Context: an optimization exercise on an open-source flow, tuned for small area. The choices shown serve that exercise and are no tape-out recipe. The RTL was checked by simulation tests, not by an equivalence proof against the original design. Power figures rest on the tool's default switching activity, not on a simulated workload.

run A:
Design ADS8688, start of the top module:
module ADS8688
(
input wire rst_n,
input CLK_50M,
output clk_100,
output reg CS,
output wire SCLK,
output reg SDI,
input SDO,
output reg RST,
output reg [15:0] rddat7,rddat6,rddat5,rddat0,rddat4,rddat3,outRMS,
input [11:0] dataAddr,
input RDdata
);
reg [1:0] ph;
wire spi_rise = (ph == 2'd2);
wire spi_fall = (ph == 2'd1);
always @(posedge CLK_50M or negedge rst_n)
	if (!rst_n)
		ph <= 2'd0;
	else if (ph == 2'd2)
		ph <= 2'd0;
	else
		ph <= ph + 2'd1;
assign SCLK = ~CS & (ph != 2'd2);
reg [6:0] cnt;
reg [3:0] order;
reg [15:0] rddat;
wire frame_end = (cnt > 7'd82);
reg [15:0] cmd;
always @(*)
	case (order)
	4'd0:  cmd = 16'h0B00;
	4'd1:  cmd = 16'h1901;
	4'd2:  cmd = 16'h1701;
	4'd3:  cmd = 16'h1501;
	4'd4:  cmd = 16'h0B01;
	4'd5:  cmd = 16'h1301;
	4'd6:  cmd = 16'h1101;
	4'd7:  cmd = 16'hDC00;
	4'd8:  cmd = 16'hD800;
	4'd9:  cmd = 16'hD400;
	4'd10: cmd = 16'hC000;
	4'd11: cmd = 16'hD000;
	4'd12: cmd = 16'hCC00;
	default: cmd = 16'hCC00;
	endcase
always @(posedge CLK_50M or negedge rst_n)
	if (!rst_n) begin
		cnt <= 7'd0;
		CS <= 1'b0;
		RST <= 1'b0;
		order <= 4'd0;
		SDI <= 1'b0;
	end else if (spi_rise) begin
  ...
Size in the first run: about 1800 cells after synthesis, about 780 flip-flops, roughly 27000 um^2 of cells after synthesis.
Settings: LEC_CHECK=0, CAP_MARGIN=20, CORE_MARGIN=2, CORE_UTILIZATION=78, CTS_BUF_LIST=sky130_fd_sc_hd__clkbuf_8, CTS_CLUSTER_DIAMETER=55, CTS_CLUSTER_SIZE=18, PLACE_DENSITY=0.85, SLEW_MARGIN=20; clock period 10.0 ns.
standard.sh (not shown) runs the stock make flow with config.mk's settings and CLKGATE_MAP_FILE= SYNTH_SCRIPT=/design/flow/synth_recipe.tcl, a recipe that flattens the netlist after the stock synthesis.
==> flow/flow/run.sh <==
#!/bin/bash
# The standard layout (standard.sh), changed in three ways:
#  - synthesis maps the logic with an area-oriented ABC script (flow/area.abc)
#    instead of ORFS's speed script; everything else in synthesis is the standard flow's own
#    synth_recipe.tcl, so the registers are the standard synthesis's;
#  - port buffers are sky130_fd_sc_hd__buf_1 (every port still gets one);
#  - CTS inserts no dummy loads.
# make's output goes to flow.log; ORFS writes each step's log under orfs/logs.
set -euo pipefail
W=$PWD
F=$W/flow
{
  echo "set ::area_abc_script $F/area.abc"
  echo "source $F/abc_proc.tcl"
  cat "$W/synth_recipe.tcl"
} > "$W/area_synth.tcl"
sed -e "s#SYNTH_SCRIPT=[^ ]*#SYNTH_SCRIPT=$W/area_synth.tcl#" "$W/standard.sh" > "$W/area_standard.sh"
grep -q "SYNTH_SCRIPT=$W/area_synth.tcl" "$W/area_standard.sh"
export BUFFER_PORTS_ARGS="-buffer_cell sky130_fd_sc_hd__buf_1"
export CTS_ARGS="-sink_clustering_enable -repair_clock_nets -sink_clustering_size 18 -sink_clustering_max_diameter 55 -buf_list sky130_fd_sc_hd__clkbuf_8 -dont_use_dummy_load"
bash "$W/area_standard.sh" > "$W/flow.log" 2>&1
==> flow/flow/abc_proc.tcl <==
# Point yosys's abc call at the area-oriented script; all other arguments stay.
proc abc {args} {
  set i [lsearch -exact $args -script]
  if {$i >= 0} { lset args [expr {$i + 1}] $::area_abc_script }
  yosys abc {*}$args
}
==> flow/flow/area.abc <==
&get -n
&st
&dch -f
&nf -p -a -R 1000
&put
topo
Inputs modified between run A and run B:
-- flow/design.v --
<<< run A, line 34
reg [6:0] cnt;
reg [3:0] order;
reg [15:0] rddat;
wire frame_end = (cnt > 7'd82);
reg [15:0] cmd;
>>> run B, line 34
reg [6:0] cnt;
reg [3:0] order;
wire frame_end = (cnt > 7'd82);
reg [15:0] cmd;
<<< run A, line 74
			SDI <= cmd[4'd15 - cnt[3:0] + 4'd2];
	end
always @(posedge CLK_50M)
	if (spi_fall && order > 4'd6 && cnt >= 7'd67 && cnt <= 7'd82)
		rddat <= {rddat[14:0], SDO};
always @(posedge CLK_50M or negedge rst_n)
	if (!rst_n) begin
>>> run B, line 73
			SDI <= cmd[4'd15 - cnt[3:0] + 4'd2];
	end
wire capture = spi_fall && order > 4'd6 && cnt >= 7'd67 && cnt <= 7'd82;
always @(posedge CLK_50M or negedge rst_n)
	if (!rst_n) begin
<<< run A, line 130
wire t0 = (cnt[1:0] == 2'd0) && (ph == 2'd0);
wire win = (cnt >= 7'd44) && (cnt <= 7'd67);
wire [2:0] p = cnt[4:2] - 3'd3;    
wire win_end = (cnt == 7'd67) && (ph == 2'd2);
>>> run B, line 127
wire t0 = (cnt[1:0] == 2'd0) && (ph == 2'd0);
wire win = (cnt >= 7'd44) && (cnt <= 7'd67);
wire mac = (cnt >= 7'd44) && (cnt <= 7'd66);
wire [2:0] p = cnt[4:2] - 3'd3;    
wire win_end = (cnt == 7'd67) && (ph == 2'd2);
<<< run A, line 189
endgenerate
assign rc[0] = 1'b0;
always @(posedge CLK_50M) begin
	acc <= s[19:4];
	dq <= {rc[16], rc[12], rc[8], rc[4]};
end
reg cy;
wire [3:0] rb = zf ? 4'd0 : rsel;
wire [4:0] dc;
wire [4:0] sum;
assign dc[0] = t0 ? 1'b0 : cy;
generate
	for (gi = 0; gi < 4; gi = gi + 1) begin : g_dig
		assign sum[gi] = rb[gi] ^ s[gi] ^ dc[gi];
		assign dc[gi+1] = (rb[gi] & s[gi]) | (rb[gi] & dc[gi]) | (s[gi] & dc[gi]);
	end
endgenerate
>>> run B, line 187
endgenerate
assign rc[0] = 1'b0;
always @(posedge CLK_50M)
	if (mac)
		acc <= s[19:4];
	else if (capture)
		acc <= {acc[14:0], SDO};
wire [15:0] rddat = acc;
always @(posedge CLK_50M)
	dq <= {rc[16], rc[12], rc[8], rc[4]};
reg cy;
wire [3:0] rb = zf ? 4'd0 : rsel;
wire [4:0] dc;
wire [4:0] sum;
wire [3:0] pd = mac ? s[3:0] : 4'd0;
assign dc[0] = t0 ? 1'b0 : cy;
generate
	for (gi = 0; gi < 4; gi = gi + 1) begin : g_dig
		assign sum[gi] = rb[gi] ^ pd[gi] ^ dc[gi];
		assign dc[gi+1] = (rb[gi] & pd[gi]) | (rb[gi] & dc[gi]) | (pd[gi] & dc[gi]);
	end
endgenerate
Notes after the runs:
- Both conditions hold for run B: the flow ran to the end and the final layout passed the timing, DRC and antenna checks.
- Looking only at time the worst path needs with I/O delays and setup, and setting everything else aside, the lower value of run A and run B goes to run A.
- Run B ends up with higher global-route usage than run A does.
- Between run A and run B, the flow reports worst supply voltage drop on vdd decreasing by more than a quarter.
- The final reports for run B and run A show final standard cell area without fillers lower in the former.
- The higher clock power share came out of run A.

what the ideal ports hide:
The flow's constraints put no driver on any port. The routed layouts listed below were extracted and timed again, unchanged, in two steps. Step 1: set_driving_cell puts a clkbuf_16 on CLK_50M and a buf_2 on each other input, an assumption about the parent block. Step 2 moves the port delays by t, midway between the first and last clock arrival at a register: inputs arrive t later, outputs are due t later. That takes back most of the time a late clock gives input paths. Three values: ideal ports, drivers, drivers and shift; two values: the first two.
run | t, ns | slack for setup (ns) | latest minus earliest clock arrival (ns) | cell pins on the clock port's net
run A | 0.676 | 2.345 / 2.345 / 2.345 | 0.061 / 0.062 | 1
run B | 0.657 | 1.721 / 1.721 / 1.721 | 0.078 / 0.078 | 1
After both steps setup and hold are still met in every run listed.
